Background: an optimization exercise with open tools, aiming at a short achievable clock period and few clock cycles. Do not read the settings as production practice.
Function was checked by simulation only, so behaviour that the tests miss may differ from the original.

--- flow/design.v ---
module cpu (
    input  wire        clk,
    input  wire        reset,
    output wire [31:0] mem_addr,
    output wire        mem_wr,
    output wire [31:0] mem_wdata,
    input  wire [31:0] mem_rdata
);
    reg rr;
    always @(posedge clk) rr <= reset;
    reg  [31:0] maddr;
    reg         mwr;
    reg  [31:0] mwdata;
    assign mem_addr  = maddr;
    assign mem_wr    = mwr;
    assign mem_wdata = mwdata;
    reg fv0, fv1, fv2;    
    reg ld0, ld1, ld2;    
    reg vc0, vc1, vc2;    
    reg [31:0] fa;        
    reg [31:0] fpa1, fpa2;    
    reg        pt0, pt1, pt2;     
    reg        predn;             
    reg        btb_v;
    reg [31:0] btb_pc, btb_tgt;
    reg [31:0] q0, q1, q2, q3, q4;
    reg        t0, t1, t2, t3, t4;    
    reg        p0, p1, p2, p3, p4;    
    reg [31:0] sa0, sa1, sa2, sa3, sa4;
    reg [31:0] sb0, sb1, sb2, sb3, sb4;
    reg [2:0]  qn;
    reg [31:0] xpc;       
    reg [31:0] HI, LO, EPC, MDR;
    reg        hneg, lneg;    
    reg        halted;
    reg        vwait;     
    reg        xq;        
    reg        xqdz;      
    reg [31:0] lpc;       
    reg        ph;        
    reg [4:0]  ld0d, ld1d, ld2d;
    reg [1:0]  ld0t, ld1t, ld2t;
    wire [1023:0] rflat;
    wire        we1;
    wire [4:0]  wa1;
    wire [31:0] wd1;
    wire        we2 = ld2;
    wire [4:0]  wa2 = ld2d;
    wire [31:0] wd2 = (ld2t == 2'd1) ? {24'd0, mem_rdata[7:0]} :
                      (ld2t == 2'd2) ? {16'd0, mem_rdata[15:0]} : mem_rdata;
    genvar g;
    generate
        for (g = 0; g < 32; g = g + 1) begin : RF
            reg [31:0] r;
            always @(posedge clk) begin
                if (rr)
                    r <= (g == 29) ? 32'd227 : 32'd0;
                else if (we1 && wa1 == g)
                    r <= wd1;
                else if (we2 && wa2 == g)
                    r <= wd2;
            end
            assign rflat[g*32 +: 32] = r;
        end
    endgenerate
    wire        irv = (qn != 3'd0);
    wire [31:0] ir  = q0;
    wire [5:0]  op  = ir[31:26];
    wire [4:0]  rs  = ir[25:21];
    wire [4:0]  rt  = ir[20:16];
    wire [4:0]  rd  = ir[15:11];
    wire [4:0]  sh  = ir[10:6];
    wire [5:0]  fn  = ir[5:0];
    wire [15:0] imm = ir[15:0];
    wire [31:0] imms = {{16{imm[15]}}, imm};
    wire isR    = (op == 6'h00);
    wire iADD   = isR && fn == 6'h20;
    wire iSUB   = isR && fn == 6'h22;
    wire iAND   = isR && fn == 6'h24;
    wire iSLT   = isR && fn == 6'h2a;
    wire iSLL   = isR && fn == 6'h00;
    wire iSRL   = isR && fn == 6'h02;
    wire iSRA   = isR && fn == 6'h03;
    wire iSLLV  = isR && fn == 6'h04;
    wire iSRAV  = isR && fn == 6'h07;
    wire iMULT  = isR && fn == 6'h18;
    wire iDIV   = isR && fn == 6'h1a;
    wire iMFHI  = isR && fn == 6'h10;
    wire iMFLO  = isR && fn == 6'h12;
    wire iJR    = isR && fn == 6'h08;
    wire iRTE   = isR && fn == 6'h13;
    wire iBRK   = isR && fn == 6'h0d;
    wire iPUSH  = isR && fn == 6'h05;
    wire iPOP   = isR && fn == 6'h06;
    wire iADDI  = (op == 6'h08);
    wire iADDIU = (op == 6'h09);
    wire iSLTI  = (op == 6'h0a);
    wire iLUI   = (op == 6'h0f);
    wire iBEQ   = (op == 6'h04);
    wire iBNE   = (op == 6'h05);
    wire iBLE   = (op == 6'h06);
    wire iBGT   = (op == 6'h07);
    wire iJ     = (op == 6'h02);
    wire iJAL   = (op == 6'h03);
    wire iLW    = (op == 6'h23);
    wire iLH    = (op == 6'h21);
    wire iLB    = (op == 6'h20);
    wire iSW    = (op == 6'h2b);
    wire iSH    = (op == 6'h29);
    wire iSB    = (op == 6'h28);
    wire iSRST  = (op == 6'h3f);    
    wire iBAD   = !(isR || iADDI || iADDIU || iSLTI || iLUI || iBEQ || iBNE || iBLE ||
                    iBGT || iJ || iJAL || iLW || iLH || iLB || iSW || iSH || iSB || iSRST);
    wire iLOAD  = iLW || iLH || iLB;
    wire iSTORE = iSW || iSH || iSB;
    wire iBR    = iBEQ || iBNE || iBLE || iBGT;
    wire pop29  = iPOP && (rt == 5'd29);
    function [31:0] ohsel;
        input [1023:0] f;
        input [31:0]   oh;
        integer i;
        begin
            ohsel = 32'd0;
            for (i = 0; i < 32; i = i + 1)
                ohsel = ohsel | (f[i*32 +: 32] & {32{oh[i]}});
        end
    endfunction
    wire [31:0] A   = rflat[rs*32 +: 32];
    wire [31:0] B   = rflat[rt*32 +: 32];
    wire [31:0] R29 = rflat[29*32 +: 32];
    wire        useimm = iADDI || iADDIU || iSLTI || iLOAD || iSTORE;
    wire [31:0] opb    = useimm ? imms : B;
    wire [31:0] sum    = A + opb;
    wire [31:0] dif    = A - B;
    wire        ovf_add = (A[31] == opb[31]) && (sum[31] != A[31]);
    wire        ovf_sub = (A[31] != B[31]) && (dif[31] != A[31]);
    wire        lt     = $signed(A) < $signed(opb);
    wire        eq     = (A == B);
    wire        gt     = $signed(A) > $signed(B);
    wire        shv    = iSLLV || iSRAV;
    wire [31:0] shin   = shv ? A : B;
    wire [4:0]  shamt  = shv ? B[4:0] : sh;
    wire [31:0] shl    = shin << shamt;
    wire [32:0] shr_in = {(iSRA || iSRAV) & shin[31], shin};
    wire [32:0] shr33  = $signed(shr_in) >>> shamt;
    wire [31:0] shr    = shr33[31:0];
    wire [31:0] pc4    = xpc + 32'd4;
    wire [31:0] brtgt  = pc4 + {imms[29:0], 2'b00};
    wire [31:0] jtgt   = {pc4[31:28], ir[25:0], 2'b00};
    wire [31:0] r29m4  = R29 - 32'd4;
    wire [31:0] r29p4  = R29 + 32'd4;
    wire brtaken = (iBEQ && eq) || (iBNE && !eq) || (iBLE && !gt) || (iBGT && gt);
    reg md_busy;
    wire uses_rs = iADD || iSUB || iAND || iSLT || iSLLV || iSRAV || iMULT || iDIV || iJR ||
                   iADDI || iADDIU || iSLTI || iBR || iLOAD || iSTORE;
    wire uses_rt = iADD || iSUB || iAND || iSLT || iSLL || iSRL || iSRA || iSLLV || iSRAV ||
                   iMULT || iDIV || iBR || iSTORE || iPUSH;
    wire memop   = iLOAD || iSTORE || iPUSH || (iPOP && !ph);
    reg  [4:0]  wdst;
    reg         wen;
    always @(*) begin
        wen = 1'b0; wdst = rd;
        if (iADD || iSUB || iAND || iSLT || iSLL || iSRL || iSRA || iSLLV || iSRAV ||
            iMFHI || iMFLO) begin
            wen = 1'b1; wdst = rd;
        end else if (iADDI || iADDIU || iSLTI || iLUI) begin
            wen = 1'b1; wdst = rt;
        end else if (iJAL) begin
            wen = 1'b1; wdst = 5'd31;
        end else if (iPUSH || (iPOP && !pop29) || (pop29 && ph)) begin
            wen = 1'b1; wdst = 5'd29;
        end
    end
    wire hz0 = (uses_rs && rs == ld0d) || (uses_rt && rt == ld0d) || (wen && wdst == ld0d) ||
               ((iPUSH || iPOP) && ld0d == 5'd29);
    wire hz1 = (uses_rs && rs == ld1d) || (uses_rt && rt == ld1d) || (wen && wdst == ld1d) ||
               ((iPUSH || iPOP) && ld1d == 5'd29);
    wire hz2 = (uses_rs && rs == ld2d) || (uses_rt && rt == ld2d) || (wen && wdst == ld2d) ||
               ((iPUSH || iPOP) && ld2d == 5'd29);
    wire haz_ld = (ld0 && hz0) || (ld1 && hz1) || (ld2 && hz2) ||
                  ((ld0 || ld1 || ld2) && (iSB || iSH));
    wire haz_md = md_busy && (iMULT || iDIV || iMFHI || iMFLO);
    wire go0 = irv && !halted && !haz_ld && !haz_md && !xq;
    wire bad_pred = p0 && !iBR;
    wire go  = go0 && !bad_pred;
    wire exc_ovf = (iADD && ovf_add) || (iADDI && ovf_add) || (iSUB && ovf_sub);
    wire exc_dz  = iDIV && (B == 32'd0);
    wire exc     = go && iBAD;           
    wire excv    = exc || xq;            
    wire jump    = brtaken || iJ || iJAL || iJR || iRTE;
    wire redir   = go0 && (p0 ? !(iBR && brtaken)
                              : (brtaken || ((iJ || iJAL) && !t0) || iJR || iRTE));
    reg  [31:0] tgt;
    always @(*) begin
        if (iJ || iJAL)      tgt = jtgt;
        else if (iJR)        tgt = A;
        else if (iRTE)       tgt = EPC;
        else                 tgt = brtgt;
    end
    wire [31:0] rtgt = bad_pred ? xpc : jump ? tgt : pc4;
    wire flush   = redir || excv;
    wire xbus    = go && memop;                  
    wire xload   = go && (iLOAD || (iPOP && !ph));
    wire xstore  = go && (iSTORE || iPUSH);
    wire consume = go && !(pop29 && !ph) && !iBRK;
    wire        rsum = !(iSUB || iAND || iSLT || iSLTI || iLUI || iSLL || iSLLV || iSRL ||
                         iSRA || iSRAV || iMFHI || iMFLO || iJAL || iPUSH || iPOP);
    wire [31:0] res  = ({32{rsum}}                   & sum) |
                       ({32{iSUB}}                   & dif) |
                       ({32{iAND}}                   & (A & B)) |
                       ({32{iSLT || iSLTI}}          & {31'd0, lt}) |
                       ({32{iLUI}}                   & {imm, 16'd0}) |
                       ({32{iSLL || iSLLV}}          & shl) |
                       ({32{iSRL || iSRA || iSRAV}}  & shr) |
                       ({32{iMFHI}}                  & (hneg ? -HI : HI)) |
                       ({32{iMFLO}}                  & (lneg ? -LO : LO)) |
                       ({32{iJAL}}                   & pc4) |
                       ({32{iPUSH}}                  & r29m4) |
                       ({32{iPOP}}                   & r29p4);
    assign we1 = go && wen;
    assign wa1 = wdst;
    assign wd1 = res;
    wire [31:0] daddr = iPUSH ? r29m4 : iPOP ? R29 : sum;
    wire [31:0] sdata = iSB ? {B[7:0], MDR[23:0]} : iSH ? {B[15:0], MDR[15:0]} : B;
    wire [3:0] qfill    = {1'b0, qn} + {3'b000, fv0} + {3'b000, fv1} + {3'b000, fv2};
    wire       credit   = (qfill <= 4'd4);
    wire       fissue   = !vwait && !halted && credit && !xbus && !flush && !vc2;
    wire [31:0] fa4     = fa + 32'd4;
    wire        bhit    = btb_v && (fa4 == btb_pc);
    wire [31:0] fnext   = predn ? btb_tgt : fa4;
    wire [31:0] apc4    = fpa2 + 32'd4;
    wire        jpre    = fv2 && (mem_rdata[31:27] == 5'b00001);
    wire [31:0] jpt     = {apc4[31:28], mem_rdata[25:0], 2'b00};
    wire        jtake   = jpre && !flush && !xbus && (qn <= 3'd3);
    always @(posedge clk) begin
        if (rr) begin
            maddr <= 32'd0; mwr <= 1'b0; mwdata <= 32'd0;
            fa <= 32'd0;
            fv0 <= 1'b1; fv1 <= 1'b0; fv2 <= 1'b0;
            fpa1 <= 32'd0; fpa2 <= 32'd0;
            pt0 <= 1'b0; pt1 <= 1'b0; pt2 <= 1'b0; predn <= 1'b0;
            btb_v <= 1'b0; btb_pc <= 32'd0; btb_tgt <= 32'd0;
            ld0 <= 1'b0; ld1 <= 1'b0; ld2 <= 1'b0;
            ld0d <= 5'd0; ld1d <= 5'd0; ld2d <= 5'd0;
            ld0t <= 2'd0; ld1t <= 2'd0; ld2t <= 2'd0;
            vc0 <= 1'b0; vc1 <= 1'b0; vc2 <= 1'b0;
        end else begin
            mwr <= xstore;
            if (xstore) mwdata <= sdata;
            ld0 <= xload; ld1 <= ld0; ld2 <= ld1;
            ld0d <= rt; ld1d <= ld0d; ld2d <= ld1d;
            ld0t <= iLB ? 2'd1 : iLH ? 2'd2 : 2'd0; ld1t <= ld0t; ld2t <= ld1t;
            vc0 <= excv;  vc1 <= vc0; vc2 <= vc1;
            fv1 <= fv0 && !flush && !jtake;
            fv2 <= fv1 && !flush && !jtake;
            fpa1 <= maddr; fpa2 <= fpa1;
            pt1 <= pt0; pt2 <= pt1;
            pt0 <= 1'b0;
            if (redir) begin
                maddr <= rtgt; fa <= rtgt; fv0 <= 1'b1; predn <= 1'b0;
            end else if (vc2) begin
                maddr <= mem_rdata; fa <= mem_rdata; fv0 <= 1'b1; predn <= 1'b0;
            end else if (excv) begin
                maddr <= (xq && xqdz) ? 32'd255 : 32'd254; fv0 <= 1'b0; predn <= 1'b0;
            end else if (xbus) begin
                maddr <= daddr; fv0 <= 1'b0;
            end else if (jtake) begin
                maddr <= jpt; fa <= jpt; fv0 <= 1'b1; predn <= 1'b0;
            end else if (fissue) begin
                maddr <= fnext; fa <= fnext; fv0 <= 1'b1;
                pt0 <= !predn && bhit; predn <= !predn && bhit;
            end else begin
                fv0 <= 1'b0;
            end
            if (go && iBR && brtaken && !p0) begin
                btb_v <= 1'b1; btb_pc <= xpc; btb_tgt <= brtgt;
            end
        end
    end
    wire arr = fv2 && !flush;
    wire [31:0] ars = 32'd1 << mem_rdata[25:21];
    wire [31:0] art = 32'd1 << mem_rdata[20:16];
    localparam QW = 32 + 32 + 1 + 1 + 32;
    wire [QW-1:0] qin = {art, ars, pt2, jtake, mem_rdata};
    wire [QW-1:0] e0 = {sb0, sa0, p0, t0, q0};
    wire [QW-1:0] e1 = {sb1, sa1, p1, t1, q1};
    wire [QW-1:0] e2 = {sb2, sa2, p2, t2, q2};
    wire [QW-1:0] e3 = {sb3, sa3, p3, t3, q3};
    wire [QW-1:0] e4 = {sb4, sa4, p4, t4, q4};
    wire [QW-1:0] n0 = consume ? ((fv2 && qn == 3'd1) ? qin : e1) : ((fv2 && qn == 3'd0) ? qin : e0);
    wire [QW-1:0] n1 = consume ? ((fv2 && qn == 3'd2) ? qin : e2) : ((fv2 && qn == 3'd1) ? qin : e1);
    wire [QW-1:0] n2 = consume ? ((fv2 && qn == 3'd3) ? qin : e3) : ((fv2 && qn == 3'd2) ? qin : e2);
    wire [QW-1:0] n3 = consume ? ((fv2 && qn == 3'd4) ? qin : e4) : ((fv2 && qn == 3'd3) ? qin : e3);
    wire [QW-1:0] n4 = consume ? ((fv2 && qn == 3'd5) ? qin : e4) : ((fv2 && qn >= 3'd4) ? qin : e4);
    always @(posedge clk) begin
        if (rr) begin
            qn <= 3'd0;
            q0 <= 32'd0; q1 <= 32'd0; q2 <= 32'd0; q3 <= 32'd0; q4 <= 32'd0;
            t0 <= 1'b0; t1 <= 1'b0; t2 <= 1'b0; t3 <= 1'b0; t4 <= 1'b0;
            p0 <= 1'b0; p1 <= 1'b0; p2 <= 1'b0; p3 <= 1'b0; p4 <= 1'b0;
            sa0 <= 32'd1; sa1 <= 32'd1; sa2 <= 32'd1; sa3 <= 32'd1; sa4 <= 32'd1;
            sb0 <= 32'd1; sb1 <= 32'd1; sb2 <= 32'd1; sb3 <= 32'd1; sb4 <= 32'd1;
        end else begin
            {sb0, sa0, p0, t0, q0} <= n0;
            {sb1, sa1, p1, t1, q1} <= n1;
            {sb2, sa2, p2, t2, q2} <= n2;
            {sb3, sa3, p3, t3, q3} <= n3;
            {sb4, sa4, p4, t4, q4} <= n4;
            qn <= flush ? 3'd0 : qn - {2'b00, consume} + {2'b00, arr};
        end
    end
    always @(posedge clk) begin
        if (rr) begin
            xpc <= 32'd0; EPC <= 32'd0; MDR <= 32'd0;
            halted <= 1'b0; vwait <= 1'b0; ph <= 1'b0;
            xq <= 1'b0; xqdz <= 1'b0; lpc <= 32'd0;
        end else begin
            if (vc2) begin
                xpc <= mem_rdata; vwait <= 1'b0;
            end else if (excv) begin
                vwait <= 1'b1;
            end else if (consume) begin
                xpc <= jump ? tgt : pc4;
            end
            if (exc) EPC <= xpc;
            else if (xq) EPC <= lpc;
            if (go) lpc <= xpc;
            xq <= go && (exc_ovf || exc_dz);
            xqdz <= exc_dz;
            if (go && iBRK) halted <= 1'b1;
            if (go && pop29) ph <= !ph;
            if (ld2) MDR <= mem_rdata;
        end
    end
    reg        md_div, md_prep, md_prep2, md_prep3, mlast;
    reg [5:0]  pn2r;
    reg [4:0]  md_cnt;
    reg signed [41:0] mH;
    reg [31:0] mL, mA, mB;
    reg [31:0] dQ, dR, dD;
    reg [33:0] dD3;           
    reg        dnq, dnr;
    reg  signed [40:0] mP;        
    reg                mfin;      
    wire signed [8:0]  mdig = mlast ? {mA[7], mA[7:0]} : {1'b0, mA[7:0]};
    wire signed [40:0] mPn  = mdig * $signed(mB);
    wire signed [41:0] mT   = mH + mP;
    wire signed [41:0] mHn  = mT >>> 8;
    wire [31:0]        mLn  = {mT[7:0], mL[31:8]};
    wire [33:0] dx  = {dR, dQ[31:30]};
    wire [34:0] dt1 = {1'b0, dx} - {3'b000, dD};
    wire [34:0] dt2 = {1'b0, dx} - {2'b00, dD, 1'b0};
    wire [34:0] dt3 = {1'b0, dx} - {1'b0, dD3};
    reg  [31:0] dRn;
    reg  [1:0]  dqd;
    always @(*) begin
        if (!dt3[34])      begin dRn = dt3[31:0]; dqd = 2'd3; end
        else if (!dt2[34]) begin dRn = dt2[31:0]; dqd = 2'd2; end
        else if (!dt1[34]) begin dRn = dt1[31:0]; dqd = 2'd1; end
        else               begin dRn = dx[31:0];  dqd = 2'd0; end
    end
    wire [31:0] dQn = {dQ[29:0], dqd};
    function [5:0] clz32;
        input [31:0] x;
        integer i;
        reg found;
        begin
            clz32 = 6'd32; found = 1'b0;
            for (i = 31; i >= 0; i = i - 1)
                if (!found && x[i]) begin
                    clz32 = 31 - i; found = 1'b1;
                end
        end
    endfunction
    wire [31:0] pa0  = dQ[31] ? -dQ : dQ;
    wire [31:0] pb0  = dD[31] ? -dD : dD;
    wire [31:0] pa   = dQ;
    wire [31:0] pb   = dD;
    wire [5:0]  pca  = clz32(pa);
    wire [5:0]  pcb  = clz32(pb);
    wire [6:0]  pt   = 7'd1 + {1'b0, pcb} - {1'b0, pca};      
    wire [5:0]  pn   = pt[6] ? 6'd0 : pt[5:0];
    wire [5:0]  pn2  = (pn + 6'd1) & 6'b111110;
    wire [31:0] pR   = pa >> pn2r;
    wire [31:0] pQ   = pa << (6'd32 - pn2r);
    wire md_start = go && (iMULT || iDIV);
    always @(posedge clk) begin
        if (rr) begin
            md_busy <= 1'b0; md_div <= 1'b0; md_prep <= 1'b0; md_prep2 <= 1'b0; md_prep3 <= 1'b0;
            pn2r <= 6'd0;
            md_cnt <= 5'd0; mlast <= 1'b0; mfin <= 1'b0; mP <= 41'd0;
            mH <= 42'd0; mL <= 32'd0; mA <= 32'd0; mB <= 32'd0;
            dQ <= 32'd0; dR <= 32'd0; dD <= 32'd0; dD3 <= 34'd0; dnq <= 1'b0; dnr <= 1'b0;
            HI <= 32'd0; LO <= 32'd0; hneg <= 1'b0; lneg <= 1'b0;
        end else begin
            if (md_start) begin
                md_busy <= 1'b1; md_div <= iDIV; md_prep <= iDIV; md_prep2 <= 1'b0; md_prep3 <= 1'b0;
                md_cnt <= 5'd0; mlast <= 1'b0; mfin <= 1'b0;
                mH <= 42'd0; mA <= A; mB <= B;
                dQ <= A; dD <= B; dR <= 32'd0;
                dnq <= A[31] ^ B[31]; dnr <= A[31];
            end else if (md_busy) begin
                if (!md_div) begin
                    mP <= mPn; mA <= {8'd0, mA[31:8]};
                    if (md_cnt != 5'd0) begin
                        mH <= mHn; mL <= mLn;
                    end
                    md_cnt <= md_cnt + 5'd1;
                    mlast <= (md_cnt[2:0] == 3'd2);
                    mfin <= (md_cnt[2:0] == 3'd3);
                    if (mfin) begin
                        HI <= mHn[31:0]; LO <= mLn; hneg <= 1'b0; lneg <= 1'b0;
                        md_busy <= 1'b0;
                    end
                end else if (md_prep) begin
                    md_prep <= 1'b0; md_prep2 <= 1'b1;
                    dQ <= pa0; dD <= pb0;
                end else if (md_prep2) begin
                    md_prep2 <= 1'b0; md_prep3 <= 1'b1;
                    pn2r <= pn2;
                    dD3 <= {2'b00, pb} + {1'b0, pb, 1'b0};
                end else if (md_prep3) begin
                    md_prep3 <= 1'b0;
                    dQ <= pQ; dR <= pR;
                    md_cnt <= pn2r[5:1];
                end else if (md_cnt == 5'd0) begin
                    HI <= dQ; LO <= dR; hneg <= dnq; lneg <= dnr;
                    md_busy <= 1'b0;
                end else begin
                    dR <= dRn; dQ <= dQn;
                    md_cnt <= md_cnt - 5'd1;
                    if (md_cnt == 5'd1) begin
                        HI <= dQn; LO <= dRn; hneg <= dnq; lneg <= dnr;
                        md_busy <= 1'b0;
                    end
                end
            end
            if (xq && xqdz) begin
                md_busy <= 1'b0;
                HI <= 32'd0; LO <= 32'd0; hneg <= 1'b0; lneg <= 1'b0;
            end
        end
    end
endmodule
--- flow/flow/run.sh ---
#!/bin/bash
set -euo pipefail
bash standard.sh SETUP_SLACK_MARGIN=14 finish > standard_make.log 2>&1
--- flow/standard.sh ---
#!/bin/bash
# synth_recipe.tcl (not shown) runs the flow's synth.tcl, then flattens the netlist and writes it again
# the make line also repeats each setting of config.mk as NAME=value (left out here)
make -C /OpenROAD-flow-scripts/flow DESIGN_CONFIG=/design/flow/config.mk WORK_HOME=/design/flow/orfs CLKGATE_MAP_FILE= SYNTH_SCRIPT=/design/flow/synth_recipe.tcl "${@:-finish}"
--- flow/config.mk ---
export PLATFORM = sky130hd
export DESIGN_NAME = cpu
export DESIGN_NICKNAME = cpu
export VERILOG_FILES = /design/flow/design.v
export SDC_FILE = /design/flow/constraint.sdc
export NUM_CORES = 4
export LEC_CHECK = 0
export ABC_CLOCK_PERIOD_IN_PS = 5000
export CAP_MARGIN = 40
export CORE_MARGIN = 2
export CORE_UTILIZATION = 40
export SLEW_MARGIN = 40
--- flow/constraint.sdc ---
create_clock -name core_clock -period 21.0 [get_ports {clk}]
set_input_delay 4.2000 -clock core_clock [delete_from_list [all_inputs] [get_ports {clk}]]
set_output_delay 4.2000 -clock core_clock [all_outputs]
set_load 0.01 [all_outputs]
==> out/results.ini <==
[yosys]
yosysSeqAreaShare_pct=28.0
synthArstFlopShare_pct=0
postSynthAreaPerCell_um2=8.16
syn_inst=17100
synth_cell_types=122
synth_xor_area_share_pct=2.92
synthMuxAreaShare_pct=10.7
synth_top_flop_cell=dfxtp_1
ys_seq_elements=1955
synth_edf_count=0
yosysWarnings=1
synthAdderAreaFrac_pct=7.72
synth_compound_area_share_pct=28.1
yosysTopAreaCell=dfxtp_1
netlist.area_leader.share_pct=28.0
netlist_top_cells_area=dfxtp_1, mux4_2, a22oi_1, mux2i_1, a211oi_1
synth-simple-area-share_pct=15.9
syn-cell-area_um2=140000
synth_top_family_by_area=compound AO/OA/AOI/OAI gates
synth_fp_nets=17900

[critical_path]
cp_data_arrival_time_ns=8.07
cp.required_ns=21.84
cp-end-kind=flop
slowest_stage=o21ai_0
critPathMaxFanout=23
path_class=flop to flop
cp_common_cell=buf_4
cp-start-kind=flop
cpPeakStageDelay_ns=0.61

[sta]
hold_viol_final=0
skew_ns=0.169
max_freq_ghz=0.138
holdWs_ns=0.354
fin_crit_ns=7.24
final.period_utilization_pct=34.5
rsz0062_at_grt=yes
fin_setup_tns_ns=0
maxSlewViolCount=0
relSlewSlack_pct=30.8
finalWorstSetupSlack_ns=13.76
setup_viol=0
worst_pin_slew_ns=1.03

[placed_design]
placement.setup.worst_slack_ns=11.39
place_congestion=1.09
port_buffers=98
hpwl_mm=535

[final_layout]
final_cell_mix=dfxtp_1, nand2_1, nor2_1
syn2layout_area_growth_pct=12.7
n_fill_cell=34300
final_common_cell=dfxtp_1
postLayoutCoreUtil_pct=45.2
fin_nets=17300
drive_above_1_share_pct=13.0

[floorplan]
die_w_um=595
initial_core_util_pct=40.1
rows=217
dieArea_um2=354000
die_h_um=595
io_pins=99
core_um2=349000

[power_and_ir_drop]
p_leak_uw=0.0560
max-vdd-ir-drop_uv=188
power.total_uw=23900
cellPowerDensity_nw_per_um2=152

[routing]
drtAntennaViolNets=0
drt-total-wl_mm=779
viasPerCell=7.13
num_vias=152000
first_pass_iters=14
maxUsedRoutingLayer=met5
wl_met1_mm=300
route.met3.wl_mm=124
drc_errors=0
avgRoutedWirePerCell_um=36.5
drt_iter0_markers=27000
met2_length_mm=295

[cts]
clockRootBuffer=clkbuf_16
numCtsBuffers=224
h-tree-depth=4
cts_tree=yes
clk_transition_reported_paths_ns=0.07
cts_buffer_depth=4
cts_sinks=1955
clk-insertion-delay-late_ns=1.06

[global_route]
gr-total-overflow=0
grt_pass1_wl_mm=1070
grt_max_degree=169
track_usage_pct=41.6
grt_pass1_vias=135000
antenna_found_initial=81

[hold_path]
hold_path_class=flop to flop

[run_status]
status=timing/DRC/antenna clean

[run]
maxCapViolCount=0

[layer usage]
| metal | up-vias | GRT usage (%) |
|---|---|---|
| met5 | - | 0.906 |
| met4 | 68 | 26.0 |
| met3 | 2957 | 17.9 |
| met2 | 13100 | 54.7 |
| met1 | 73700 | 54.9 |
| li1 | 62500 | - |
[report_power, final]
| group | switching [µW] | total, µW | internal, µW |
|---|---|---|---|
| Clock | 1860 | 4290 | 2430 |
| Combinational | 11100 | 15300 | 4220 |
| Sequential | 295 | 4310 | 4010 |
| Total | 13200 | 23900 | 10700 |
[cells in the mapped netlist (all sizes together) (368+ instances only)]
cell type and count:
mux2i 664, buf 406, nor2 1426, ha 474, nor3 368, dfxtp 1955
a21oi 1090, o22ai 757, clkbuf 1311, o21ai 635, inv 533, nand2 1693
a22oi 896, a211oi 892
[worst max-delay path: cells and delay by family, from the launching register on]
| kind | cells | cell delay (ns) |
|---|---|---|
| compound gates | 12 | 3.20 |
| buf+inv | 9 | 1.68 |
| simple gates | 3 | 0.80 |
| mux | 1 | 0.57 |
| flops | 1 | 0.44 |
| fa+ha+maj | 1 | 0.30 |
[final timing paths]
check / end / cells after the start / slack, ns / from
worst min register to register: vc1 / 1 / 0.35 / vc0
worst max-delay path: maddr[19] / 26 / 13.76 / q0[16]
worst min-delay path: vc1 / 1 / 0.35 / vc0
worst max register to register: maddr[19] / 26 / 13.76 / q0[16]
[final cells by class]
cell class	instances	area, µm²	area share (%)
clock inverters	96	1300	0.823
repair buffers	864	8860	5.62
flip-flops and latches	1955	39200	24.9
diodes	87	218	0.138
multi-input cells	12900	93700	59.4
well taps	4599	5750	3.65
clock buffers	316	6530	4.15
inverters	536	2050	1.30
[timing repair]
item,CTS,global route
gates cloned,16,9
buffers inserted,52,52
endpoints found under the setup margin,1196,363
resized for setup,209,122
pin swaps,17,23
hold buffers,0,0
[registers in the layout, indices dropped and copies added (netlist names), 34 cells and up]
register,cells
RF.r,1024
mP,41
dD3,34
mH,34
[metrics by stage]
step	instances	area (µm²)
3_5_place_dp	20700	146000
3_3_place_gp	20700	145000
2_1_floorplan	17100	140000
4_1_cts	21200	156000
5_1_grt	21300	157000
6_report	21400	158000
[cells by family (layout without fill, tap and decap cells)]
| family | after synthesis | in the layout |
|---|---|---|
| AOI/OAI and AO/OA | 5774 | 5774 |
| and+or+nand+nor | 4869 | 4869 |
| buffers and inverters | 2253 | 1812 |
| muxes | 1093 | 1093 |
| other | 0 | 87 |
| adders and majority gates | 717 | 717 |
| xor gates and xnor gates | 466 | 466 |
| DFF | 1955 | 1955 |
Testbench counts, summed over its fixed seeds: cycles 127,388.

-- afterwards: timing with drivers on the ports --
The flow's constraints put no driver on any port. The routed layout listed below was extracted and timed again, unchanged, in two steps.
Step 1 assumes that a clkbuf_16 drives the clock port and a buf_2 every other input.
Step 2 moves the port delays by t, midway between the first and last clock arrival at a register: inputs arrive t later, outputs are due t later. That takes back most of the time a late clock gives input paths.
Slacks: ideal / step 1 / step 2; pairs: ideal / step 1.
shift t [ns]: 1.077
setup slack, ns: 13.763 / 13.763 / 13.044
worst setup path at the end: input to register
clock arrival spread, ns: 0.169 / 0.169
slew at the worst register clock pin (ns): 0.09 / 0.09
After both steps this run still meets setup and hold. The setup slack of this run moves by 0.000 ns with the drivers and by -0.719 ns with both steps.
